From an optimization exercise on the open Yosys and OpenROAD flow, aimed at small area and a short achievable clock period; shortcuts taken in it are not production practice.
Where RTL was checked, it was by simulation tests only, not by an equivalence proof against the original.
Power figures rest on the tool's default switching activity, not on a simulated workload.

==> flow/design.v (excerpt) <==
module RegularFuzzification(
  input        clock,
  input        reset,
  input        io_start,
  input  [9:0] io_inputs_0,
  input  [9:0] io_inputs_1,
  output       io_outResultValid,
  output [6:0] io_outResult
);
  function gt7(input [6:0] a, input [6:0] b);
    integer i;
    reg g;
    begin
      g = 1'b0;
      for (i = 0; i < 7; i = i + 1)
        g = (a[i] & ~b[i]) | (~(~a[i] & b[i]) & g);
      gt7 = g;
    end
  endfunction
  wire [9:0] xi = io_inputs_0;
  wire [7:0] yi = io_inputs_1[7:0];
  wire xa = xi > 10'd50,  xb = xi > 10'd150, xc = xi > 10'd200, xd = xi > 10'd300,
       xe = xi > 10'd350, xf = xi > 10'd450, xg = xi > 10'd500, xh = xi > 10'd550,
       xk = xi > 10'd600;
  wire a1 = xa && !xb, a2 = xb && !xc, a3 = xc && !xd, a5 = xe && !xf, a67 = xf && !xh,
       a78 = xg && !xk;
  wire [6:0] x7 = xi[6:0];
  wire [6:0] x1i = ({7{!xa}} & 7'd100)          | ({7{a1}}  & (7'd22 - x7)) |
                   ({7{a3}}  & (7'd44 - x7))     | ({7{a5}}  & (x7 + 7'd34)) |
                   ({7{a67}} & (7'd38 - x7));                    
  wire [6:0] x2i = ({7{a1}}  & (x7 + 7'd78))     | ({7{a3}}  & (x7 + 7'd56)) |
                   ({7{a78}} & (x7 + 7'd12))     | ({7{a2 || xk}} & 7'd100);   
  wire [1:0] ii  = {xe, xc};
  wire hxgi = (xi < 10'd100) || (xc && xi < 10'd250) || (xe && xi < 10'd525);
  wire hxei = (xi == 10'd100) || (xi == 10'd250) || (xd && !xe) || (xi == 10'd525);
  wire ya = yi > 8'd20,  yb = yi > 8'd40,  yc = yi > 8'd60,  yd = yi > 8'd80,
       ye = yi > 8'd100, yf = yi > 8'd120, yg = yi > 8'd140, yh = yi > 8'd160;
  wire [1:0] ji  = {yd, yb} == 2'b11 ? {1'b1, yf} : {1'b0, yb};
  wire s1 = ya && !yb, s2 = yc && !yd, s3 = ye && !yf, s4 = yg && !yh;
  wire [6:0] y5  = {yi[4:0], 2'b00} + yi[6:0];               
  wire [6:0] y2i = ({7{s1}} & (y5 + 7'd28)) | ({7{s2}} & (y5 + 7'd84)) |
  ...
Size in the first run: ~84 flip-flops, ~31 I/O pins, about 7100 um2 of cells after synthesis.
export LEC_CHECK = 0
export CAP_MARGIN = 20
export CORE_MARGIN = 2
export CORE_UTILIZATION = 40
export CTS_BUF_LIST = sky130_fd_sc_hd__clkbuf_4 sky130_fd_sc_hd__clkbuf_8
export CTS_CLUSTER_SIZE = 30
export SETUP_SLACK_MARGIN = 3.8
export SLEW_MARGIN = 20
create_clock -name core_clock -period 8.0 [get_ports {clock}]
run.sh (not shown) runs the stock make flow with config.mk's settings and CLKGATE_MAP_FILE= SYNTH_SCRIPT=/design/flow/synth_recipe.tcl, a recipe that flattens the netlist after the stock synthesis.
The first run produced a clean layout.
Next try:
--- a/flow/config.mk
+++ b/flow/config.mk
@@ -11,4 +11,4 @@
 export CTS_BUF_LIST = sky130_fd_sc_hd__clkbuf_4 sky130_fd_sc_hd__clkbuf_8
 export CTS_CLUSTER_SIZE = 30
-export SETUP_SLACK_MARGIN = 3.8
+export SETUP_SLACK_MARGIN = 4.0
 export SLEW_MARGIN = 20
After rerunning: Hold slack gains 0.0058 ns; design area rose by 3.6%; power grows by 2.4%; setup slack is better by 0.16 ns; utilization climbs by 1.6 points; via count came out higher by 1.8%.
Next try:
--- a/flow/config.mk
+++ b/flow/config.mk
@@ -9,6 +9,4 @@
 export CORE_MARGIN = 2
 export CORE_UTILIZATION = 40
-export CTS_BUF_LIST = sky130_fd_sc_hd__clkbuf_4 sky130_fd_sc_hd__clkbuf_8
-export CTS_CLUSTER_SIZE = 30
-export SETUP_SLACK_MARGIN = 4.0
+export SETUP_SLACK_MARGIN = 4.3
 export SLEW_MARGIN = 20
=> The new run finished clean. Die area is unchanged. Routed wire length grows by 6.4%. Synthesized cell count does not change. Fmax rose by 1.4%. Design area came out higher by 9.0%. Register-to-register slack is better by 0.05 ns. Core utilization grows by 4.2 points.

========
run 1:
Another version of the RTL of RegularFuzzification (not shown whole).
Size: about 890 cells after synthesis, about 84 flip-flops, about 31 I/O pins, about 6800 um2 of cells after synthesis.
==> flow/design.v (excerpt) <==
module RegularFuzzification(
  input        clock,
  input        reset,
  input        io_start,
  input  [9:0] io_inputs_0,
  input  [9:0] io_inputs_1,
  output       io_outResultValid,
  output [6:0] io_outResult
);
make LEC_CHECK=0 ABC_AREA=1 CAP_MARGIN=20 CORE_MARGIN=2 CORE_UTILIZATION=40 CTS_BUF_LIST='sky130_fd_sc_hd__clkbuf_4 sky130_fd_sc_hd__clkbuf_8' CTS_CLUSTER_SIZE=30 GPL_ROUTABILITY_DRIVEN=0 GPL_TIMING_DRIVEN=0 SETUP_SLACK_MARGIN=4.2 SLEW_MARGIN=20 finish   # period 8.0 ns
Changes in run 2 relative to run 1:
- a deleted GPL_TIMING_DRIVEN that had been 0
- a deleted GPL_ROUTABILITY_DRIVEN that had been 0
==> results.txt <==
Overall fraction of global-route tracks in use | run 2 below run 1. Taking run 1 as the reference, in run 2 static leakage lost about 3%; actual transition at the worst max-transition pin picked up an extra 0.23 ns; number of clock-tree buffers in the layout neither gained nor lost much; power dissipated by switching net loads picked up an extra 2.3%. Relative to run 1, the total power draw measured on run 2 has increased slightly. Diff run 2 and run 1: via count higher in run 1. From run 1 to run 2 the numbers moved as follows: combinational cell fraction of total power saw a decrease; max-capacitance violation count closely matched the old numbers.
Edits applied to the flow inputs when going from run 2 to run 3:
- SETUP_SLACK_MARGIN: 4.2 -> 3.9
## What came out
H-tree level count: run 3 vs run 2 identical. Comparing run 2 and run 3, clock network area share is higher on run 2. When run 3 is set beside run 2, its minimum period implied by the final worst setup slack turns out to be 0.16 ns larger. [run 3] register-to-register setup slack fell 0.13 ns relative to run 2. Side by side, met1 track demand over resource turned out higher in run 3 than in run 2. When run 3 is measured against run 2, its static power due to leakage turns out 0.020 nW lower. Looking only at logic depth of the worst path, buffers included, and setting everything else aside, the higher value of run 2 and run 3 goes to run 2. Delta (run 3 minus run 2): non-clock buffer count decreased by 1 relative to the old numbers; final area shows a reduction of 99 um2.

========
RegularFuzzification, a different RTL version from the one above (not shown whole).
Size in the first run: ~82 flip-flops, ~31 I/O pins, roughly 0.0068 mm² of cells after synthesis.
==> flow/config.mk <==
export PLATFORM = sky130hd
export DESIGN_NAME = RegularFuzzification
export DESIGN_NICKNAME = RegularFuzzification
export VERILOG_FILES = /design/flow/design.v
export SDC_FILE = /design/flow/constraint.sdc
export NUM_CORES = 4
export LEC_CHECK = 0
export ABC_AREA = 1
export CAP_MARGIN = 20
export CORE_MARGIN = 2
export CORE_UTILIZATION = 40
export CTS_BUF_LIST = sky130_fd_sc_hd__clkbuf_4 sky130_fd_sc_hd__clkbuf_8
export CTS_CLUSTER_SIZE = 30
export SETUP_SLACK_MARGIN = 4.1
export SLEW_MARGIN = 20
==> flow/constraint.sdc <==
create_clock -name core_clock -period 8.0 [get_ports {clock}]
set_input_delay 1.6000 -clock core_clock [delete_from_list [all_inputs] [get_ports {clock}]]
set_output_delay 1.6000 -clock core_clock [all_outputs]
set_load 0.01 [all_outputs]
The first run completed with no timing, DRC or antenna violations.
Change:
- SETUP_SLACK_MARGIN: 4.1 -> 4.2
Outcome:
- The changed run completed with no timing, DRC or antenna violations
- sequential share of layout area shrinks by 0.12 points
- setup slack gets better by 7.7 ps
- design area went up by 0.37%
- hold slack is better by 4.2 ps
- wire length goes down by 1.8%
- clock-buffer cell count grows by 1
- power is about the same
- non-clock buffer count falls by 1
- core utilization climbs by 0.17 points
- die area stays the same
- maximum frequency barely changes
Function was not checked in any run of this note: the RTL went through the layout flow alone.

========
== run A ==
The RTL this note starts from:
==> flow/design.v <==
module RegularFuzzification(
  input        clock,
  input        reset,
  input        io_start,
  input  [9:0] io_inputs_0,
  input  [9:0] io_inputs_1,
  output       io_outResultValid,
  output [6:0] io_outResult
);
  function gt7(input [6:0] a, input [6:0] b);
    integer i;
    reg g;
    begin
      g = 1'b0;
      for (i = 0; i < 7; i = i + 1)
        g = (a[i] & ~b[i]) | (~(~a[i] & b[i]) & g);
      gt7 = g;
    end
  endfunction
  wire [9:0] xi = io_inputs_0;
  wire [7:0] yi = io_inputs_1[7:0];
  wire xa = xi > 10'd50,  xb = xi > 10'd150, xc = xi > 10'd200, xd = xi > 10'd300,
       xe = xi > 10'd350, xf = xi > 10'd450, xg = xi > 10'd500, xh = xi > 10'd550,
       xk = xi > 10'd600;
  wire a1 = xa && !xb, a2 = xb && !xc, a3 = xc && !xd, a5 = xe && !xf, a67 = xf && !xh,
       a78 = xg && !xk;
  wire [6:0] x7 = xi[6:0];
  wire [6:0] x1i = ({7{!xa}} & 7'd100)          | ({7{a1}}  & (7'd22 - x7)) |
                   ({7{a3}}  & (7'd44 - x7))     | ({7{a5}}  & (x7 + 7'd34)) |
                   ({7{a67}} & (7'd38 - x7));                    
  wire [6:0] x2i = ({7{a1}}  & (x7 + 7'd78))     | ({7{a3}}  & (x7 + 7'd56)) |
                   ({7{a78}} & (x7 + 7'd12))     | ({7{a2 || xk}} & 7'd100);   
  wire [1:0] ii  = {xe, xc};
  wire hxgi = (xi < 10'd100) || (xc && xi < 10'd250) || (xe && xi < 10'd525);
  wire hxei = (xi == 10'd100) || (xi == 10'd250) || (xd && !xe) || (xi == 10'd525);
  wire ya = yi > 8'd20,  yb = yi > 8'd40,  yc = yi > 8'd60,  yd = yi > 8'd80,
       ye = yi > 8'd100, yf = yi > 8'd120, yg = yi > 8'd140, yh = yi > 8'd160;
  wire [1:0] ji  = {yd, yb} == 2'b11 ? {1'b1, yf} : {1'b0, yb};
  wire s1 = ya && !yb, s2 = yc && !yd, s3 = ye && !yf, s4 = yg && !yh;
  wire [6:0] y5  = {yi[4:0], 2'b00} + yi[6:0];               
  wire [6:0] y2i = ({7{s1}} & (y5 + 7'd28)) | ({7{s2}} & (y5 + 7'd84)) |
                   ({7{s3}} & (y5 + 7'd12)) | ({7{s4}} & (y5 + 7'd68)) |
                   ({7{yh}} & 7'd100);                      
  wire       yp  = !(s1 || s2 || s3 || s4 || yh);           
  reg [6:0] X1, X2, Y2;
  reg       i1, i0, j1, j0, hxg, hxe;
  always @(posedge clock) if (io_start) begin
    X1 <= x1i;  X2 <= x2i;  {i1, i0} <= ii;  hxg <= hxgi; hxe <= hxei;
    Y2 <= y2i;  {j1, j0} <= ji;
  end
  wire [6:0] Y1  = 7'd100 - Y2;
  wire       hyg = Y2 < 7'd50;
  wire       hye = Y2 == 7'd50;
  wire g11 = gt7(X1, Y1);
  wire g12 = gt7(X1, Y2);
  wire g21 = gt7(X2, Y1);
  wire g22 = gt7(X2, Y2);
  wire a_X1 = (i1 && j1 && !g12 && hxg) ||
      (i1 && j1 && j0 && !g11 && hxg) ||
      (i1 && j1 && j0 && g11 && !g12);
  wire a_X2 = (i1 && !j1 && j0 && !g22) ||
      (i1 && j1 && !g21 && !hxg) ||
      (i1 && j1 && !j0 && !g22 && !hxg) ||
      (i1 && j1 && !j0 && !g21 && g22);
  wire a_Y1 = (i1 && j1 && j0 && !g11 && g21) ||
      (i1 && j1 && g21 && hyg) ||
      (i1 && j1 && j0 && g11 && hyg);
  wire a_Y2 = (i1 && !j1 && j0 && g22) ||
      (i1 && j1 && !j0 && g12 && !g22) ||
      (i1 && j1 && g12 && !hyg) ||
      (i1 && j1 && !j0 && g22 && !hyg);
  wire n_X1 = (!j1 && !j0 && !g11 && hxg) ||
      (!i0 && !j1 && j0 && !g11) ||
      (!i1 && i0 && j1 && j0 && !g11) ||
      (!i1 && i0 && j1 && !g12 && !g22) ||
      (!i0 && !j1 && !g12 && !g22) ||
      (!i0 && j1 && !j0 && !g11 && g12);
  wire n_X2 = (i0 && !j1 && j0 && !g21) ||
      (!j1 && !j0 && !g21 && !hxg) ||
      (!i0 && j1 && j0 && !g21) ||
      (i0 && !j1 && !j0 && g21 && !g22) ||
      (!i0 && j1 && g11 && g21) ||
      (!i1 && i0 && !j1 && j0 && !g22) ||
      (!i1 && i0 && j1 && !j0 && !g21 && g22) ||
      (!i0 && j1 && !g12 && hxg) ||
      (!i1 && i0 && !j1 && !g12 && !g21);
  wire n_Y1 = (i1 && !j1 && j0 && g21) ||
      (i0 && !j1 && !j0 && g11 && !g21) ||
      (i0 && !j1 && g21 && hyg) ||
      (!i0 && !j0 && !g22 && hyg) ||
      (!i0 && !j1 && !j0 && !g11 && !g12) ||
      (!i1 && i0 && j1 && !j0 && !g11 && g21) ||
      (!i0 && !j1 && !g22 && hyg) ||
      (!i0 && j1 && j0 && g21 && hyg) ||
      (!i0 && j1 && !j0 && !g21 && !hyg) ||
      (!i1 && i0 && j1 && j0 && g11 && hyg);
  wire n_Y2 = (!i0 && j1 && !g11 && !hyg) ||
      (!i1 && i0 && j1 && !g21 && hxg && !hyg) ||
      (!i1 && i0 && !j1 && !g11 && g21 && !hyg) ||
      (!i0 && !j1 && g12 && !hyg) ||
      (!i1 && i0 && j1 && !j0 && g12 && !g22) ||
      (i1 && !j1 && !j0 && g22 && !hyg) ||
      (!i0 && j1 && !j0 && !g11 && !g12);
  wire n_c0 = (i1 && j0) ||
      (j1 && j0 && hyg) ||
      (i1 && !hxg && !hxe) ||
      (i0 && j1 && !j0 && !g22) ||
      (!i0 && j1 && !j0 && g21) ||
      (j1 && j0 && hye) ||
      (i0 && !j1 && !j0 && !hxg && !hxe && hyg) ||
      (i1 && g21) ||
      (i0 && j1 && j0 && !g11) ||
      (!i0 && j1 && j0 && !g21) ||
      (i0 && !j1 && !j0 && g21 && hye);
  wire n_c1 = (i1) ||
      (i0 && !j1 && j0) ||
      (i0 && j1 && !j0 && g22) ||
      (j1 && j0 && g11 && g21) ||
      (i0 && !j1 && g21 && !g22) ||
      (i0 && j0 && !g21 && !hyg && !hye) ||
      (!i0 && j1 && j0 && g21 && !g22) ||
      (i0 && !j1 && !g11 && !hyg && !hye) ||
      (!i0 && j1 && j0 && g22 && !hyg && !hye);
  wire o_X1 = (i0 && !j1 && !g12) ||
      (i1 && j1 && !j0 && !g11) ||
      (!i0 && j1 && j0 && !g11) ||
      (i0 && !j1 && j0 && !g11) ||
      (!i0 && j1 && !g12 && !g22) ||
      (i0 && j1 && !j0 && !g21 && g22) ||
      (i0 && j1 && !j0 && !g11 && g12);
  wire o_X2 = (!i0 && !j1 && !g22) ||
      (!i1 && i0 && j1 && !g12 && !g22) ||
      (!i1 && i0 && j1 && j0 && !g21) ||
      (!i0 && !j1 && j0 && !g21) ||
      (!i0 && j1 && !j0 && !g21 && g22);
  wire o_Y1 = (i1 && j1 && !j0 && g11) ||
      (i0 && !j1 && j0 && g11 && hyg) ||
      (!i0 && j1 && !j0 && g21 && g22) ||
      (i0 && j1 && !j0 && g11 && !g21) ||
      (!i0 && !j1 && j0 && !g12 && hyg) ||
      (!i0 && j1 && j0 && !g22 && hyg) ||
      (!i1 && i0 && j1 && j0 && g21 && hyg);
  wire o_Y2 = (i0 && !j1 && !j0 && g12) ||
      (!i0 && !j1 && !j0 && g22) ||
      (!i0 && j1 && g12 && !hyg) ||
      (i0 && !j1 && g12 && !hyg) ||
      (!i1 && i0 && j1 && g22 && !hyg) ||
      (!i0 && !j1 && g22 && !hyg) ||
      (!i0 && j1 && !j0 && !g21 && !g22) ||
      (!i1 && i0 && j1 && !j0 && !g12 && g22);
  wire o_c3 = (i1) ||
      (i0 && j1 && j0) ||
      (i0 && j1 && g21);
  function [6:0] pick(input s1, input s2, input s3, input s4,
                      input [6:0] a, input [6:0] b, input [6:0] c, input [6:0] d);
    pick = ({7{s1}} & a) | ({7{s2}} & b) | ({7{s3}} & c) | ({7{s4}} & d);
  endfunction
  wire [6:0] ov = pick(o_X1, o_X2, o_Y1, o_Y2, X1, X2, Y1, Y2);
  wire [6:0] nv = pick(n_X1, n_X2, n_Y1, n_Y2, X1, X2, Y1, Y2);
  wire [6:0] av = pick(a_X1, a_X2, a_Y1, a_Y2, X1, X2, Y1, Y2);
  reg [6:0] rov, rnv;
  reg       ro3;
  reg [1:0] rnk;
  always @(posedge clock) if (io_start) begin
    rov <= ov;
    ro3 <= o_c3;
    rnv <= nv;
    rnk <= {n_c1, n_c0};
  end
  reg [6:0] rov2;
  reg       ro32;
  always @(posedge clock) if (io_start) begin
    rov2 <= rov;
    ro32 <= ro3;
  end
  wire [1:0] ok = {ro32, 1'b1};
  wire       take_new = gt7(rnv, rov2) || (rnv == rov2 && rnk < ok);
  wire [6:0] bv = take_new ? rnv : rov2;
  wire [1:0] bk = take_new ? rnk : ok;
  reg  [6:0] wv;
  reg  [2:0] wi;
  always @(posedge clock) if (io_start) begin
    wv <= bv;
    wi <= gt7(av, bv) ? 3'd4 : (bv == 7'd0) ? 3'd0 : {1'b0, bk};
  end
  reg  [6:0] wv2;
  reg  [2:0] wi2;
  always @(posedge clock) if (io_start) begin
    wv2 <= wv;
    wi2 <= wi;
  end
  wire r24gt = i1 && i0 && j1 && j0 && gt7(X2, wv2) && gt7(Y2, wv2);
  wire [2:0] fin = (wi2[2] || r24gt) ? 3'd4 : wi2;
  reg [2:0] f1, f2, f3, f4;
  always @(posedge clock) if (io_start) begin
    f1 <= fin;
    f2 <= f1;
    f3 <= f2;
    f4 <= f3;
  end
  assign io_outResultValid = 1'b0;
  assign io_outResult = io_start ? {4'd0, f4} : 7'd0;
endmodule
==> flow/config.mk <==
export PLATFORM = sky130hd
export DESIGN_NAME = RegularFuzzification
export DESIGN_NICKNAME = RegularFuzzification
export VERILOG_FILES = /design/flow/design.v
export SDC_FILE = /design/flow/constraint.sdc
export NUM_CORES = 4
export LEC_CHECK = 0
export CAP_MARGIN = 20
export CORE_MARGIN = 2
export CORE_UTILIZATION = 65
export PLACE_DENSITY = 0.75
export SETUP_SLACK_MARGIN = 4.0
export SLEW_MARGIN = 20
==> flow/constraint.sdc <==
create_clock -name core_clock -period 8.0 [get_ports {clock}]
set_input_delay 1.6000 -clock core_clock [delete_from_list [all_inputs] [get_ports {clock}]]
set_output_delay 1.6000 -clock core_clock [all_outputs]
set_load 0.01 [all_outputs]
What run B does differently from run A at the input level:
-- flow/config.mk --
<<< run A, line 9
export CORE_MARGIN = 2
export CORE_UTILIZATION = 65
export PLACE_DENSITY = 0.75
export SETUP_SLACK_MARGIN = 4.0
export SLEW_MARGIN = 20
>>> run B, line 9
export CORE_MARGIN = 2
export CORE_UTILIZATION = 40
export CTS_BUF_LIST = sky130_fd_sc_hd__clkbuf_4 sky130_fd_sc_hd__clkbuf_8
export CTS_CLUSTER_SIZE = 30
export SETUP_SLACK_MARGIN = 4.15
export SLEW_MARGIN = 20
### Flow results
Portion of total power attributed to combinational logic up 1.9 points in run B wrt run A. Looking at transition at the pin with the smallest max-transition slack, run B sits 0.11 ns lower than run A does. Number of cells after detailed placement for run B: 86 up relative to run A. Run A has higher power share of the clock group than run B. Between run A and run B, number of core rows increased.
Changes in run C relative to run B:
-- flow/config.mk --
<<< run B, line 7
export LEC_CHECK = 0
export CAP_MARGIN = 20
export CORE_MARGIN = 2
>>> run C, line 7
export LEC_CHECK = 0
export CAP_MARGIN = 0
export CORE_MARGIN = 2
<<< run B, line 12
export CTS_CLUSTER_SIZE = 30
export SETUP_SLACK_MARGIN = 4.15
export SLEW_MARGIN = 20
>>> run C, line 12
export CTS_CLUSTER_SIZE = 30
export SETUP_SLACK_MARGIN = 4.0
export SLEW_MARGIN = 0
--- outcome ---
- Footprint of the multi-input gates of run C falls short of that of run B by a few percent.
- Taking run B as the reference point, the via count of run C falls by 73.
- Run B → run C: insertion delay to the later sink of the worst-skew pair level; met1 routing resource usage after global routing comparable; worst hold slack comparable.
- Cell area | run C vs run B | run C smaller
- In run C relative to run B, routed length on met1 had gone up by a few percent.
- Summary — clock period minus final worst setup slack, run C relative to run B: higher, by 0.091 ns.
- When run C is set beside run B, its number of DRC markers after the initial detailed-route iteration turns out to be 73 smaller.

==> static timing again, ports no longer ideal <==
The results above use ideal ports. As a check the final layouts listed here were re-extracted and re-timed, cells and wires unchanged. Step 1, drivers: a clkbuf_16 drives clock and a buf_2 each remaining input, both assumed. Step 2 times the ports against the registers' clock, not the clock port: input delays grow and output delays shrink by t, the midpoint of the rising clock arrivals with the driver on. Three values: ideal ports, drivers, drivers and shift; two values: the first two.
run | shift t [ns] | setup slack, ns | pins driven straight from the clock port
the first run of note 1 | 0.410 | 3.903 / 3.839 / 3.544 | 1
the second run of note 1 | 0.408 | 4.066 / 4.066 / 3.689 | 1
the third run of note 1 | 0.390 | 4.118 / 4.118 / 3.978 | 1
run 1 | 0.410 | 4.123 / 4.120 / 3.710 | 1
run 2 | 0.405 | 4.115 / 4.108 / 3.702 | 1
run 3 | 0.407 | 3.959 / 3.939 / 3.556 | 1
the first run of note 3 | 0.402 | 4.140 / 4.103 / 3.733 | 1
the second run of note 3 | 0.402 | 4.148 / 4.123 / 3.741 | 1
run A | 0.403 | 3.981 / 3.981 / 3.703 | 1
run B | 0.404 | 4.157 / 4.056 / 3.854 | 1
run C | 0.408 | 4.066 / 4.066 / 3.689 | 1
After both steps setup and hold are still met in every run listed.
